This is an optimization exercise on Yosys and OpenROAD, whose aim is small area, not a production implementation.
Function was checked by simulation only, so behaviour that the tests miss may differ from the original.
Power figures rest on the tool's default switching activity, not on a simulated workload.

<file path="flow/config.mk">
export PLATFORM = sky130hd
export DESIGN_NAME = top
export DESIGN_NICKNAME = top
export VERILOG_FILES = /design/flow/design.v
export SDC_FILE = /design/flow/constraint.sdc
export NUM_CORES = 4
export LEC_CHECK = 0
export CAP_MARGIN = 20
export CORE_MARGIN = 2
export CORE_UTILIZATION = 40
export SLEW_MARGIN = 20
</file>
<file path="flow/constraint.sdc">
create_clock -name core_clock -period 10.0 [get_ports {clk}]
set_input_delay 2.0000 -clock core_clock [delete_from_list [all_inputs] [get_ports {clk}]]
set_output_delay 2.0000 -clock core_clock [all_outputs]
set_load 0.01 [all_outputs]
</file>
<file path="flow/design.v">
`timescale 1ns / 1ps
module FlipFlop(clk, rst, en, qbar, d, q);
input wire d;
input clk;
input rst;
input en;
output reg q, qbar;
always @(posedge clk or posedge rst)begin
    if (rst) begin
        q <= 1'b0;
        qbar <= 1'b0;
    end
    else if (en) begin
        q <= d;
        qbar <= ~q;
    end
end
endmodule
`timescale 1ns / 1ps
module clockdivider(
    input clk,
    input rst,
    output reg newclk,
    output wire tick
    );
    integer num;
assign tick = (num == 15) & ~newclk;
always @(posedge clk or posedge rst) begin
    if (rst) begin
        num <= 0;
        newclk <= 1'b0;
    end
    else if (num == 15)begin
        num <= 0;
        newclk <= ~newclk;
    end
    else
        num <= num + 1;
end
endmodule
`timescale 1ns / 1ps
module Clockslow(
    input clk,
    input rst,
    output reg newclk,
    output wire tick
    );
    integer num;
assign tick = (num == 163) & ~newclk;
always @(posedge clk or posedge rst) begin
    if (rst) begin
        num <= 0;
        newclk <= 1'b0;
    end
    else if (num == 163)begin
        num <= 0;
        newclk <= ~newclk;
    end
    else
        num <= num + 1;
end
endmodule
`timescale 1ns / 1ps
module debouncer(
    input btn,
    input clk,
    input rst,
    input en,
    output wire btnsig,
    output wire press
    );
    wire q0, q1, q1d, q2;
    FlipFlop zero(
    .clk(clk),
    .rst(rst),
    .en(en),
    .d(btn),
    .q(q0),
    .qbar());
    FlipFlop one(
    .clk(clk),
    .rst(rst),
    .en(en),
    .d(q0),
    .q(q1),
    .qbar());
    FlipFlop two(
    .clk(clk),
    .rst(rst),
    .en(en),
    .d(q1),
    .q(q1d),
    .qbar(q2));
    assign btnsig = q2 & q1;
    assign press = en & q0 & ~q1d & ~btnsig;
endmodule
`timescale 1ns / 1ps
module scorekeeper(
    input wire clk,
    input wire [2:0] switch,
    input wire btn,
    input wire rst,
    output reg [3:0] ones,
    output reg [3:0] tens,
    output reg [3:0] hundreds
    );
    always @(posedge clk or posedge rst)begin
        if (rst)begin
            ones <= 4'd0;
            tens <= 4'd0;
            hundreds <= 4'd0;
        end   
        else if (btn) begin
        case(switch)
        3'b001 : begin
            if (ones == 9)begin
                ones <= 0;
                if (tens == 9)begin
                    tens <= 0;
                    hundreds <= hundreds + 1;
                end
                else
                    tens <= tens + 1;
            end
            else
                ones <= ones + 1;
        end
        3'b010 : begin
        if (ones == 8) begin
                ones <= 0;
                if (tens == 9)begin
                    tens <= 0;
                    hundreds <= hundreds + 1;
                end
                else
                    tens <= tens + 1;
        end
        else if (ones == 9) begin
                ones <= 1;
                if (tens == 9)begin
                    tens <= 0;
                    hundreds <= hundreds + 1;
                end
                else
                    tens <= tens + 1;
        end
        else
            ones <= ones + 2;
        end
        3'b100 : begin
            if (ones == 7) begin
                    ones <= 0;
                    if (tens == 9)begin
                        tens <= 0;
                        hundreds <= hundreds + 1;
                    end
                    else
                        tens <= tens + 1;
            end
            else if (ones == 8) begin
                    ones <= 1;
                    if (tens == 9)begin
                        tens <= 0;
                        hundreds <= hundreds + 1;
                    end
                    else
                        tens <= tens + 1;
            end
            else if (ones == 9) begin
                    ones <= 2;
                    if (tens == 9)begin
                        tens <= 0;
                        hundreds <= hundreds + 1;
                    end
                    else
                        tens <= tens + 1;
            end
            else
                ones <= ones + 3;
        end
        3'b111 : begin
            if (ones == 0)begin
                if (tens ^ hundreds) begin
                    ones <= 9;
                    if (tens == 0) begin
                        tens <= 9;
                        hundreds <= hundreds - 1;
                    end
                else
                    tens <= tens - 1;
                end
            end
            else
                ones <= ones -1;
        end
        default : ;
    endcase
    end
end
endmodule
`timescale 1ns / 1ps
module display(
    input clk,
    input rst,
    input en,
    input [3:0] ones,
    input [3:0] tens,
    input [3:0] hundreds,
    output reg [3:0] digit,
    output reg [6:0] number    
    );
    reg [1:0] digcontrol;
    wire [1:0] nextcontrol = digcontrol + 2'd1;
    reg [6:0] oneval, tenval, hunval;
    parameter digzero = 7'b1000000;
    parameter digone = 7'b1111001;
    parameter digtwo = 7'b0100100;
    parameter digthree = 7'b0110000;
    parameter digfour = 7'b0011001;
    parameter digfive = 7'b0010010;
    parameter digsix = 7'b0000010;
    parameter digseven = 7'b1111000;
    parameter digeight = 7'b0000000;
    parameter dignine = 7'b0011000;
    parameter digblank = 7'b1111111;
    always@ (ones)
    begin
        case(ones)
            4'd0 : oneval = digzero;
            4'd1 : oneval = digone;
            4'd2 : oneval = digtwo;
            4'd3 : oneval = digthree;
            4'd4 : oneval = digfour;
            4'd5 : oneval = digfive;
            4'd6 : oneval = digsix;
            4'd7 : oneval = digseven;
            4'd8 : oneval = digeight;
            4'd9 : oneval = dignine;
            default : oneval = digblank;
         endcase
     end
    always@ (tens)
    begin
        case(tens)
            4'd0 : tenval = digzero;
            4'd1 : tenval = digone;
            4'd2 : tenval = digtwo;
            4'd3 : tenval = digthree;
            4'd4 : tenval = digfour;
            4'd5 : tenval = digfive;
            4'd6 : tenval = digsix;
            4'd7 : tenval = digseven;
            4'd8 : tenval = digeight;
            4'd9 : tenval = dignine;
            default : tenval = digblank;
         endcase
     end
    always@ (hundreds)
    begin
        case(hundreds)
            4'd0 : hunval = digzero;
            4'd1 : hunval = digone;
            4'd2 : hunval = digtwo;
            4'd3 : hunval = digthree;
            4'd4 : hunval = digfour;
            4'd5 : hunval = digfive;
            4'd6 : hunval = digsix;
            4'd7 : hunval = digseven;
            4'd8 : hunval = digeight;
            4'd9 : hunval = dignine;
            default : hunval = digblank;
         endcase
     end
    always @(posedge clk or posedge rst)begin
        if (rst) begin
            digcontrol <= 2'b00;
            number <= 7'b0000000;
            digit <= 4'b0000;
        end
        else if (en) begin
            digcontrol <= nextcontrol;
            case(nextcontrol)
                2'b00 : begin number <= oneval; digit <= 4'b1110; end
                2'b01 : begin number <= tenval; digit <= 4'b1101; end
                2'b10 : begin number <= hunval; digit <= 4'b1011; end
                2'b11 : begin number <= 7'b1000000; digit <= 4'b0111; end
            endcase
        end
    end
endmodule
`timescale 1ns / 1ps
module top(
    input clk,
    input btnC,
    input [0:2] sw,
    input btnU,
    output [6:0] seg,
    output [3:0] an,
    output [0:2] led
    );
    wire newclk, slowclk, scantick, slowtick, press;
    wire [3:0] ones, tens, hundreds;
    wire b1, b2, b3;
    clockdivider NewClockGen(
    .clk(clk),
    .rst(btnU),
    .newclk(newclk),
    .tick(scantick)
    );
    Clockslow NewSlowClock(
    .clk(clk),
    .rst(btnU),
    .newclk(slowclk),
    .tick(slowtick));
    debouncer one(
    .btn(btnC),
    .clk(clk),
    .rst(btnU),
    .en(slowtick),
    .btnsig(b1),
    .press(press));
    scorekeeper Counter(
    .clk(clk),
    .switch(sw),
    .btn(press),
    .rst(btnU),
    .ones(ones),
    .tens(tens),
    .hundreds(hundreds)
    );
    display SegControl(
    .clk(clk),
    .rst(btnU),
    .en(scantick),
    .ones(ones),
    .tens(tens),
    .hundreds(hundreds),
    .digit(an),
    .number(seg)
    );
    assign led[0] = sw[0];
    assign led[1] = sw[1];
    assign led[2] = sw[2];
endmodule
</file>
<file path="flow/run.sh">
#!/bin/bash
# synth_recipe.tcl (not shown) runs the flow's synth.tcl, then flattens the netlist and writes it again
# the make line also repeats each setting of config.mk as NAME=value (left out here)
make -C /OpenROAD-flow-scripts/flow DESIGN_CONFIG=/design/flow/config.mk WORK_HOME=/design/flow/orfs CLKGATE_MAP_FILE= SYNTH_SCRIPT=/design/flow/synth_recipe.tcl finish
</file>
==> impl_metrics.ini, run 1 <==
[synthesis]
ys_types = 61
syn_inst = 629
synth_top_area_share_pct = 41.0
synth_edf_count = 0
syn-num-nets = 668
ys_seq_area_share_pct = 41.0
synth_commonest_cells = dfrtp_1, nand2_1, xnor2_1
async_flop_share_pct = 100
synth-seq-cells = 95
synth_area_leaders = dfrtp_1, ha_1, xnor2_1
syn_area_per_cell_um2 = 9.21
yosys_warnings = 5
ys.flop_type = dfrtp_1
synth.most_common_cell = dfrtp_1
synth_area_mm2 = 0.00580
synth.largest_area_cell = dfrtp_1

[setup_path]
crit_top_cell = clkdlybuf4s50_1
path_cells = clkdlybuf4s50_1 > clkdlybuf4s50_1
worstPathRequired_ns = 8.00
path_max_fanout = 17
rrSetupSlack_ns = 7.27
crit_path_max_incr_delay_ns = 0.80
critPathTopFamily = buffers and inverters
critical_path_class = input pin to output port
crit_slowest_cell = clkdlybuf4s50_1
crit_arrival_ns = 3.45
critPathBufInv = 2
setup.worst_path.end_class = output port
critPathLaunchType = input pin

[die]
dieWidth_um = 124
die-area_mm2 = 0.0155
initial_core_util_pct = 41.3
die_h_um = 124
coreArea_mm2 = 0.0140
ios = 20
fp-row-count = 43

[global_route]
grtUsageMet2_pct = 26.4
grt_most_used_layer = met2
grt_pass1_wl_mm = 22.2
grt_pass1_vias = 4582
gr-total-overflow = 0
grt_util_met3_pct = 2.92
grt_use_met1_pct = 24.0
grt_usage_pct = 17.2
antenna_found_initial = 0
grt_max_degree = 57

[sta]
fmax_mhz = 184
tightestPinTransition_ns = 0.862
slew_violations = 0
relSlewSlack_pct = 42.3
finalHoldViolCount = 0
worst_hold_slack_ns = 0.480
finalSetupViolations = 0
clock_skew_ns = 0.00897
finalSetupTns_ns = 0
layout_min_cycle_time_ns = 5.45
period_share_pct = 54.5
rsz0062_at_grt = false

[clock_network]
clkTransAtPathRegs_ns = 0.07
cts_setup_buffers = 0
worst_skew_pair.late_latency_ns = 0.35
cts_tree = yes
htree_levels = 3
post_cts_resized = 0
cts_buffers = 9
clockRootBuffer = clkbuf_16
clkSinkCount = 95
hold_buffers = 0
clockBufferDepth = 2

[placed_design]
io_buffers = 19
routabilityCongestion = 0.932
dpl.hpwl_mm = 9.05
placedCellCount = 802

[min_path]
worst_hold_path_type = flip-flop to flip-flop

[power]
clkPwrFrac_pct = 45.7
pwr-share-seq_pct = 50.3
power_mw = 0.763
p_switching_mw = 0.174
p_leak_nw = 2.78
power_density_mw_per_mm2 = 120
p_sw_share_pct = 22.8
p_int_mw = 0.589
peakVddDrop_mv = 0.0722
p_comb_share_pct = 4.0

[drt]
first_pass_iters = 5
vias_per_cell = 5.66
drt-initial-drc-count = 335
num_vias = 4626
drc = 0
antenna_left = 0
wl_mm = 12.8
wl_per_cell_um = 15.7

[cells_and_area]
fin_cells = 818
final_nets = 672
area_delta_synth_final_pct = 10.0
diodes = 0
drive_above_1_share_pct = 5.02

[flow_run]
drv_cap = 0

[status]
run_status = no timing/DRC/antenna violations
-- area by class of cell --
| class | count | area (um^2) |
|---|---|---|
| well taps | 180 | 225 |
| fillers | 1348 | 7660 |
| multi-input cells | 488 | 3210 |
| inverters | 19 | 72.6 |
| clock inverters | 6 | 68.8 |
| clock buffers | 10 | 229 |
| flip-flops and latches | 95 | 2380 |
| repair buffers | 20 | 198 |
-- final timing paths --
kind,start,endpoint,depth (start not counted)
worst max register to register,NewSlowClock.num[0]$_DFF_PP0_,Counter.hundreds[0]$_DFFE_PP0P_,7
worst min register to register,SegControl.number[4]$_DFFE_PP0P_,SegControl.number[4]$_DFFE_PP0P_,1
worst max-delay path,sw[0],led[0],2
worst min-delay path,SegControl.number[4]$_DFFE_PP0P_,SegControl.number[4]$_DFFE_PP0P_,1
min in group asynchronous,btnU,NewClockGen.num[27]$_DFF_PP0_,2
max in group asynchronous,btnU,NewSlowClock.num[21]$_DFF_PP0_,3
-- power groups by stage --
stage	combinational [mW]	sequential [mW]	clock, mW
finish	0.0306	0.384	0.349
global route	0.0341	0.384	0.376
CTS	0.0311	0.384	0.358
detailed placement	0.0309	0.391	0
global placement	0.0304	0.391	0
floorplan	0.0212	0.391	0
-- registers in the layout, indices dropped and copies added, names as in the netlist --
signal                 cells
SegControl.digit           4
NewSlowClock.newclk        1
one.one.q                  1
Counter.hundreds           4
NewClockGen.newclk         1
SegControl.number          7
one.two.qbar               1
one.zero.q                 1
NewSlowClock.num          32
Counter.tens               4
Counter.ones               4
SegControl.digcontrol      2
one.two.q                  1
NewClockGen.num           32
-- metrics by stage --
step	setup WS [ns]	area, um^2	utilization [%]
final	4.55	6380	45.4
after global placement	4.61	6080	43.3
after floorplan	5.52	5800	-
after detailed placement	4.56	6080	43.3
after CTS	4.56	6380	45.4
after global routing	4.49	6380	45.4
-- cell families after synthesis --
kind of cell	synth area share [%]
AO/OA/AOI/OAI	13.1
adder cells (fa/ha/maj)	7.12
flip-flops	41.0
XOR/XNOR	10.6
AND/OR/NAND/NOR	22.8
multiplexers	1.66
buffers and inverters	3.65
-- cell usage in the layout (no fill, tap or decap), types with 3 or more instances in the layout --
| cell | instances |
|---|---|
| dfrtp_1 | 95 |
| nand2_1 | 74 |
| xnor2_1 | 45 |
| nor2_1 | 43 |
| o21ai_0 | 33 |
| nand3_1 | 33 |
| ha_1 | 33 |
| a21oi_1 | 31 |
| xor2_1 | 25 |
| clkdlybuf4s50_1 | 19 |
| inv_1 | 17 |
| nand4_1 | 16 |
| and3_1 | 16 |
| nor4_1 | 15 |
| nor3_1 | 12 |
| a31oi_1 | 9 |
| clkbuf_16 | 9 |
| nor2b_1 | 7 |
| o22ai_1 | 7 |
| and2_1 | 6 |
| nand2b_1 | 6 |
| mux2_2 | 5 |
| and3b_1 | 4 |
| a22oi_1 | 4 |
| o21bai_1 | 4 |
| mux2i_1 | 4 |
| and4_1 | 4 |
| o211ai_1 | 4 |
| o31ai_1 | 4 |
| a221oi_1 | 3 |
| o32ai_1 | 3 |
-- worst reg2reg max path: stages, from the launching register on --
cell	delay, ns
dfrtp_1	0.41
ha_1	0.27
and4b_1	0.22
nand4_1	0.15
nor2_1	0.71
nand3_2	0.28
or3_1	0.40
and3_1	0.19
-- per-layer routing --
metal | vias up | routed length (um)
li1 | 2237 | -
met5 | - | 0
met1 | 2256 | 6140
met2 | 107 | 5840
met4 | 0 | 316
met3 | 26 | 541
==> inputs of run 2 (changes only) <==
==> flow/design.v (replaced) <==
`timescale 1ns / 1ps
module top(
    input clk,
    input btnC,
    input [0:2] sw,
    input btnU,
    output [6:0] seg,
    output [3:0] an,
    output [0:2] led
    );
    reg [6:0] u;
    reg [5:0] c;
    reg q0, q1, q1d, b;
    reg [2:0] pend;
    reg valid;
    reg [3:0] O, T, H;
    wire scantick = &u[4:0];
    wire pre = (u[2:0] == 3'd3);
    wire slowtick = pre & c[5] & c[3];
    wire bn = q0 & ~q1d;
    wire press = slowtick & bn & ~b;
    always @(posedge clk or posedge btnU) begin
        if (btnU) begin
            u <= 7'd16;
            c <= 6'd20;
            q0 <= 1'b0;
            q1 <= 1'b0;
            q1d <= 1'b0;
            b <= 1'b0;
            pend <= 3'd0;
            valid <= 1'b0;
        end
        else begin
            u <= u + 7'd1;
            if (pre)
                c <= slowtick ? 6'd0 : c + 6'd1;
            if (slowtick) begin
                q0 <= btnC;
                q1 <= q0;
                q1d <= q1;
                b <= bn;
            end
            if (press)
                pend <= sw;
            else if (scantick)
                pend <= 3'd0;
            if (scantick)
                valid <= 1'b1;
        end
    end
    always @(posedge clk or posedge btnU) begin
        if (btnU) begin
            O <= 4'd0;
            T <= 4'd0;
            H <= 4'd0;
        end
        else if (scantick) begin
            case (pend)
            3'b001, 3'b010, 3'b100 : begin
                if (O + {2'b00, pend[2] | pend[1], pend[2] | pend[0]} > 4'd9) begin
                    O <= O + {2'b00, pend[2] | pend[1], pend[2] | pend[0]} - 4'd10;
                    if (T == 4'd9) begin
                        T <= 4'd0;
                        H <= H + 4'd1;
                    end
                    else
                        T <= T + 4'd1;
                end
                else
                    O <= O + {2'b00, pend[2] | pend[1], pend[2] | pend[0]};
            end
            3'b111 : begin
                if (O != 4'd0)
                    O <= O - 4'd1;
                else if (T != H) begin
                    O <= 4'd9;
                    if (T == 4'd0) begin
                        T <= 4'd9;
                        H <= H - 4'd1;
                    end
                    else
                        T <= T - 4'd1;
                end
            end
            default : ;
            endcase
        end
    end
    wire [1:0] d = u[6:5];
    reg [3:0] v;
    always @(*) begin
        if (!valid)
            v = 4'd8;
        else case (d)
            2'd0 : v = O;
            2'd1 : v = T;
            2'd2 : v = H;
            default : v = 4'd0;
        endcase
    end
    reg [6:0] pat;
    always @(*) begin
        case (v)
            4'd0 : pat = 7'b1000000;
            4'd1 : pat = 7'b1111001;
            4'd2 : pat = 7'b0100100;
            4'd3 : pat = 7'b0110000;
            4'd4 : pat = 7'b0011001;
            4'd5 : pat = 7'b0010010;
            4'd6 : pat = 7'b0000010;
            4'd7 : pat = 7'b1111000;
            4'd8 : pat = 7'b0000000;
            4'd9 : pat = 7'b0011000;
            default : pat = 7'b1111111;
        endcase
    end
    assign seg = pat;
    assign an = valid ? ~(4'b0001 << d) : 4'b0000;
    assign led = sw;
endmodule
==> impl_metrics.ini, run 2 <==
[synthesis]
synth.most_common_cell = dfrtp_1
yosys_warnings = 1
async_flop_share_pct = 100
synth.largest_area_cell = dfrtp_1
ys_types = 57
synth_area_mm2 = 0.00237
ys_seq_area_share_pct = 34.9
synth_area_leaders = dfrtp_1, ha_1, xnor2_1
synth_top_area_share_pct = 31.6
ys.flop_type = dfrtp_1
syn_area_per_cell_um2 = 9.46
synth_commonest_cells = dfrtp_1, inv_1, nand2_1
synth-seq-cells = 33
synth_edf_count = 0
syn-num-nets = 273
syn_inst = 251

[clock_network]
worst_skew_pair.late_latency_ns = 0.29
clkTransAtPathRegs_ns = 0.07
clockBufferDepth = 2
clockRootBuffer = clkbuf_8
cts_setup_buffers = 0
hold_buffers = 0
post_cts_resized = 0
htree_levels = 2
cts_buffers = 5
cts_tree = yes
clkSinkCount = 33

[setup_path]
critPathTopFamily = buffers and inverters
crit_path_max_incr_delay_ns = 0.54
setup.worst_path.end_class = output port
path_cells = clkdlybuf4s50_1 > clkdlybuf4s50_1
crit_slowest_cell = clkdlybuf4s50_1
r2r-end = T[3]$_DFFE_PP0P_
rrSetupSlack_ns = 7.34
rr_startpoint = pend[2]$_DFFE_PP0P_
critPathBufInv = 2
critPathLaunchType = input pin
worstRegToRegCells = 8
path_max_fanout = 2
crit_arrival_ns = 3.02
worst-path-stages = 2
critical_path_class = input pin to output port
worstPathRequired_ns = 8.00
crit_top_cell = clkdlybuf4s50_1

[placed_design]
dpl_cell_area_mm2 = 0.00260
io_buffers = 19
dpl.hpwl_mm = 3.26
routabilityCongestion = 0.777
placedCellCount = 334

[drt]
antenna_left = 0
first_pass_iters = 4
wl_per_cell_um = 12.8
num_vias = 1802
vias_per_cell = 5.27
wl_mm = 4.38
drc = 0
drt-initial-drc-count = 62

[global_route]
antenna_found_initial = 0
grt_usage_pct = 15.6
gr-total-overflow = 0
grt_max_degree = 34
grt_pass1_wl_mm = 7.85
grt_pass1_vias = 1669

[die]
dieWidth_um = 81.1
ios = 20
coreArea_mm2 = 0.00582
die_h_um = 81.1
initial_core_util_pct = 40.8
fp-row-count = 28
die-area_mm2 = 0.00657

[sta]
fmax_mhz = 199
tightestPinTransition_ns = 0.444
finalSetupViolations = 0
clock_skew_ns = 0.00609
finalSetupTns_ns = 0
layout_min_cycle_time_ns = 5.02
period_share_pct = 50.2
finalHoldViolCount = 0
relSlewSlack_pct = 70.2
slew_violations = 0
rsz0062_at_grt = false
worst_hold_slack_ns = 0.438

[power]
power_density_mw_per_mm2 = 88.5
peakVddDrop_mv = 0.0670
pwr-share-seq_pct = 56.5
p_switching_mw = 0.0520
p_sw_share_pct = 21.9
clkPwrFrac_pct = 40.6
p_leak_nw = 1.23
p_comb_share_pct = 3.0
p_int_mw = 0.185

[cells_and_area]
diodes = 0
reg_top3 = u: 7 flops, c: 6 flops
final_nets = 288
largest_reg_flops = 7
postLayoutCoreUtil_pct = 46.1
top_register = u
final_cell_mix = dfrtp_1, inv_1, nand2_1
area_delta_synth_final_pct = 12.9
drive_above_1_share_pct = 11.2
final_common_cell = dfrtp_1
stdcell_area_mm2 = 0.00268
fin_cells = 342

[flow_run]
drv_cap = 0

[min_path]
min_from = u[0]$_DFF_PP0_
min_to = u[0]$_DFF_PP0_
worst_hold_path_type = flip-flop to flip-flop
whs_path_depth = 1

[status]
run_status = no timing/DRC/antenna violations
run 2: final cells by class:
cell class / instances / area, um^2
tap: 75 / 93.8
clock inverter: 2 / 10.0
multi-input combinational: 185 / 1400
inverter: 21 / 81.3
fill: 599 / 3140
sequential: 33 / 830
timing repair buffer: 20 / 198
clock buffer: 6 / 72.6
run 2: how the worst max path moves through the flow:
stage	slack, ns	from	endpoint
final	4.98	sw[2]	led[2]
after global routing	4.94	sw[2]	led[2]
after CTS	4.98	sw[2]	led[2]
after detailed placement	4.99	sw[2]	led[2]
after global placement	4.99	sw[0]	led[0]
after floorplan	5.88	sw[0]	led[0]
run 2: worst register-to-register path: stages, from the launching register on:
cell,delay [ns]
dfrtp_1,0.46
or2_2,0.32
ha_1,0.23
inv_1,0.08
fa_1,0.47
and2_1,0.19
o21ai_2,0.29
and2_4,0.22
mux2_4,0.29
run 2: cell families after synthesis:
family / Yosys count / synth area share (%)
AO/OA/AOI/OAI: 56 / 16.9
multiplexers: 16 / 7.59
AND/OR/NAND/NOR: 79 / 18.0
adder cells (fa/ha/maj): 16 / 9.06
flip-flops: 33 / 34.9
XOR/XNOR: 18 / 7.27
buffers and inverters: 33 / 6.32
run 2: stage by stage:
stage | power (mW) | setup slack, ns
global placement | 0.144 | 4.99
detailed placement | 0.144 | 4.99
finish | 0.237 | 4.98
global route | 0.250 | 4.94
floorplan | 0.140 | 5.88
CTS | 0.241 | 4.98
run 2: layer usage:
| layer | vias to the layer above | GRT usage, % | share of wire (%) |
|---|---|---|---|
| li1 | 915 | - | - |
| met1 | 847 | 21.1 | 49 |
| met2 | 34 | 24.6 | 45 |
| met3 | 6 | 4.33 | 4.1 |
| met4 | 0 | 4.07 | 1.3 |
| met5 | - | 0 | 0 |
run 2: power groups by stage:
stage | clock network (mW) | logic [mW] | registers (mW)
2_1_floorplan | 0 | 0.00366 | 0.136
3_3_place_gp | 0 | 0.00734 | 0.136
3_5_place_dp | 0 | 0.00735 | 0.136
4_1_cts | 0.100 | 0.00740 | 0.134
5_1_grt | 0.108 | 0.00811 | 0.134
6_report | 0.0963 | 0.00704 | 0.134
==> inputs of run 3 (changes only) <==
==> flow/design.v (replaced) <==
`timescale 1ns / 1ps
module top(
    input clk,
    input btnC,
    input [0:2] sw,
    input btnU,
    output [6:0] seg,
    output [3:0] an,
    output [0:2] led
    );
    reg [6:0] u;
    reg [5:0] c;
    reg q0, q1, q1d, b;
    reg [2:0] p;
    reg [3:0] O, T, H;
    wire scantick = &u[4:0];
    wire pre = ~u[2] & u[1] & u[0];
    wire slowtick = pre & c[5] & c[3];
    wire bn = q0 & ~q1d;
    wire press = slowtick & bn & ~b;
    wire w2 = sw[0], w1 = sw[1], w0 = sw[2];
    wire [2:0] op;
    assign op[2] = w2 & w1 & w0;
    assign op[1] = ~w0 & (w2 ^ w1);
    assign op[0] = ~w1 & (w2 ^ w0);
    wire dec = p[2];
    wire [4:0] s = {1'b0, O} + {1'b0, dec, dec, dec | p[1], dec | p[0]};
    wire carryO = ~dec & s[3] & (s[2] | s[1]);     
    wire zeroDec = dec & ~s[4];                     
    wire ne = |(T ^ H);
    wire borrowO = zeroDec & ne;
    wire [3:0] On;
    assign On[3] = ~carryO & (zeroDec ? ne : s[3]);
    assign On[2] = ~carryO & ~zeroDec & s[2];
    assign On[1] = carryO ? s[2] : (~zeroDec & s[1]);
    assign On[0] = zeroDec ? ne : s[0];
    wire T9 = T[3] & T[0];
    wire T0 = ~(T[3] | T[2] | T[1] | T[0]);
    wire [3:0] Tn = carryO ? (T9 ? 4'd0 : T + 4'd1) :
                    borrowO ? (T0 ? 4'd9 : T - 4'd1) : T;
    wire [3:0] Hn = (carryO & T9) ? H + 4'd1 :
                    (borrowO & T0) ? H - 4'd1 : H;
    always @(posedge clk or posedge btnU) begin
        if (btnU) begin
            u <= 7'd16;
            c <= 6'd20;
            q0 <= 1'b0;
            q1 <= 1'b0;
            q1d <= 1'b0;
            b <= 1'b0;
            p <= 3'b111;
            O <= 4'd0;
            T <= 4'd0;
            H <= 4'd0;
        end
        else begin
            u <= u + 7'd1;
            if (pre)
                c <= slowtick ? 6'd0 : c + 6'd1;
            if (slowtick) begin
                q0 <= btnC;
                q1 <= q0;
                q1d <= q1;
                b <= bn;
            end
            if (press)
                p <= op;
            else if (scantick)
                p <= 3'b000;
            if (scantick) begin
                O <= On;
                T <= Tn;
                H <= Hn;
            end
        end
    end
    wire valid = ~(p[2] & p[1]);
    wire [1:0] d = u[6:5];
    reg [3:0] v;
    always @(*) begin
        if (!valid)
            v = 4'd8;
        else case (d)
            2'd0 : v = O;
            2'd1 : v = T;
            2'd2 : v = H;
            default : v = 4'd0;
        endcase
    end
    reg [6:0] pat;
    always @(*) begin
        case (v)
            4'd0 : pat = 7'b1000000;
            4'd1 : pat = 7'b1111001;
            4'd2 : pat = 7'b0100100;
            4'd3 : pat = 7'b0110000;
            4'd4 : pat = 7'b0011001;
            4'd5 : pat = 7'b0010010;
            4'd6 : pat = 7'b0000010;
            4'd7 : pat = 7'b1111000;
            4'd8 : pat = 7'b0000000;
            4'd9 : pat = 7'b0011000;
            default : pat = 7'b1111111;
        endcase
    end
    assign seg = pat;
    assign an = valid ? ~(4'b0001 << d) : 4'b0000;
    assign led = sw;
endmodule
==> impl_metrics.ini, run 3 <==
[drt]
drt-initial-drc-count = 82
vias_per_cell = 5.09
wl_per_cell_um = 12.9
num_vias = 1671
antenna_left = 0
wl_mm = 4.23
drc = 0
first_pass_iters = 4

[setup_path]
critical_path_class = input pin to output port
critPathBufInv = 2
crit_slowest_cell = clkdlybuf4s50_1
path_cells = clkdlybuf4s50_1 > clkdlybuf4s50_1
setup.worst_path.end_class = output port
path_max_fanout = 4
critPathLaunchType = input pin
crit_path_max_incr_delay_ns = 0.57
worstPathRequired_ns = 8.00
crit_arrival_ns = 3.12
critPathTopFamily = buffers and inverters
crit_top_cell = clkdlybuf4s50_1

[placed_design]
dpl.hpwl_mm = 3.21
io_buffers = 19
dpl_cell_area_mm2 = 0.00243
placedCellCount = 320
routabilityCongestion = 0.784

[clock_network]
worst_skew_pair.late_latency_ns = 0.28
htree_levels = 2
clkSinkCount = 32
cts_setup_buffers = 0
clockRootBuffer = clkbuf_8
hold_buffers = 0
post_cts_resized = 0
cts_buffers = 5
clockBufferDepth = 2
clkTransAtPathRegs_ns = 0.06
cts_tree = yes

[die]
ios = 20
die_h_um = 78.4
coreArea_mm2 = 0.00544
fp-row-count = 27
dieWidth_um = 78.4
initial_core_util_pct = 40.7
die-area_mm2 = 0.00614

[sta]
period_share_pct = 51.2
fmax_mhz = 195
clock_skew_ns = 0.00768
finalSetupTns_ns = 0
finalHoldViolCount = 0
tightestPinTransition_ns = 0.589
rsz0062_at_grt = false
layout_min_cycle_time_ns = 5.12
slew_violations = 0
worst_hold_slack_ns = 0.479
finalSetupViolations = 0
relSlewSlack_pct = 60.7

[global_route]
grt_pass1_vias = 1668
gr-total-overflow = 0
grt_max_degree = 33
antenna_found_initial = 0
grt_usage_pct = 15.4
grt_pass1_wl_mm = 7.56

[cells_and_area]
final_nets = 280
area_delta_synth_final_pct = 13.7
top_register = u
reg_top3 = u: 7 flops, c: 6 flops
fin_cells = 328
final_common_cell = nand2_1
stdcell_area_mm2 = 0.00252
diodes = 0
final_cell_mix = nand2_1, dfrtp_1, clkdlybuf4s50_1
drive_above_1_share_pct = 10.9
largest_reg_flops = 7

[synthesis]
synth_edf_count = 0
synth_top_area_share_pct = 29.4
yosys_warnings = 1
ys_seq_area_share_pct = 36.5
synth_area_mm2 = 0.00221
async_flop_share_pct = 100
ys.flop_type = dfrtp_1
syn_area_per_cell_um2 = 9.18
synth.largest_area_cell = dfrtp_1
synth_area_leaders = dfrtp_1, ha_1, dfstp_2
syn_inst = 241
synth.most_common_cell = nand2_1
synth-seq-cells = 32
ys_types = 55
synth_commonest_cells = nand2_1, dfrtp_1, a21oi_1, ha_1, inv_1
syn-num-nets = 266

[flow_run]
drv_cap = 0

[power]
peakVddDrop_mv = 0.0665
power_mw = 0.241
p_leak_nw = 1.15
power_density_mw_per_mm2 = 95.7

[min_path]
worst_hold_path_type = flip-flop to flip-flop

[status]
run_status = no timing/DRC/antenna violations
run 3: metal layers:
layer | track usage (%) | wire length [um]
met1 | 19.9 | 2080
met2 | 25.9 | 2010
met3 | 3.45 | 108
met4 | 4.74 | 43
met5 | 0 | 0
run 3: cell type report:
cell class	instances	area, um^2
Fill cell	524	2920
Multi-Input combinational cell	180	1270
Sequential cell	32	808
Timing Repair Buffer	20	198
Clock buffer	8	90.1
Tap cell	72	90.1
Inverter	16	60.1
run 3: final timing paths:
check / startpoint / endpoint / slack [ns] / depth (start not counted)
worst min-delay path: q1$_DFFE_PP0P_ / q1d$_DFFE_PP0P_ / 0.48 / 2
min in group asynchronous: btnU / c[0]$_DFFE_PP0P_ / 2.10 / 3
worst max register to register: p[2]$_DFFE_PP1P_ / H[3]$_DFFE_PP0P_ / 6.48 / 16
worst max-delay path: sw[2] / led[2] / 4.88 / 2
worst min register to register: q1$_DFFE_PP0P_ / q1d$_DFFE_PP0P_ / 0.48 / 2
max in group asynchronous: btnU / p[1]$_DFFE_PP1P_ / 7.56 / 3
run 3: kinds of logic after synthesis:
family / after synthesis / synth area share, %
AO/OA/AOI/OAI: 50 / 14.3
XOR/XNOR: 16 / 6.33
adder cells (fa/ha/maj): 19 / 11.4
buffers and inverters: 29 / 6.11
flip-flops: 32 / 36.5
multiplexers: 8 / 4.13
AND/OR/NAND/NOR: 87 / 21.2
run 3: where the power goes:
| group | total, mW | leakage [nW] | switching (mW) | internal, mW |
|---|---|---|---|---|
| registers | 0.130 | 0.406 | 0 | 0.130 |
| clock network | 0.104 | 0.0455 | 0.0476 | 0.0561 |
| logic | 0.00758 | 0.699 | 0.00401 | 0.00357 |
| total | 0.241 | 1.15 | 0.0516 | 0.189 |
run 3: stage by stage:
stage                     setup WS [ns]  util, %
after floorplan                    5.88        -
after CTS                          4.88     46.3
after global placement             4.89     44.6
after global routing               4.85     46.3
after detailed placement           4.87     44.6
final                              4.88     46.3

-- separate check: timing with driven ports --
In the flow no input, the clock included, has a driving cell. The finished layouts below were timed again as built, in two steps. Step 1 (the two cells are an assumption about what drives the block):
set clk [get_ports {clk}]
set_driving_cell -lib_cell sky130_fd_sc_hd__clkbuf_16 $clk
set_driving_cell -lib_cell sky130_fd_sc_hd__buf_2 [delete_from_list [all_inputs] $clk]
Step 2 adds t to the input delays and takes it off the output delays; t is the mean of the earliest and latest rising clock arrival at the registers after step 1. Input paths then give back, and output paths get back, about the clock's delay inside the block. Slacks: no drivers / after step 1 / after step 2; pairs: no drivers / after step 1.
| run | shift t [ns] | setup slack, ns | worst register clock-pin slew, ns |
|---|---|---|---|
| run 1 | 0.384 | 4.554 / 4.529 / 4.529 | 0.07 / 0.07 |
| run 2 | 0.309 | 4.983 / 4.959 / 4.959 | 0.07 / 0.07 |
| run 3 | 0.307 | 4.882 / 4.857 / 4.857 | 0.07 / 0.07 |
After both steps setup and hold are still met in every run listed.
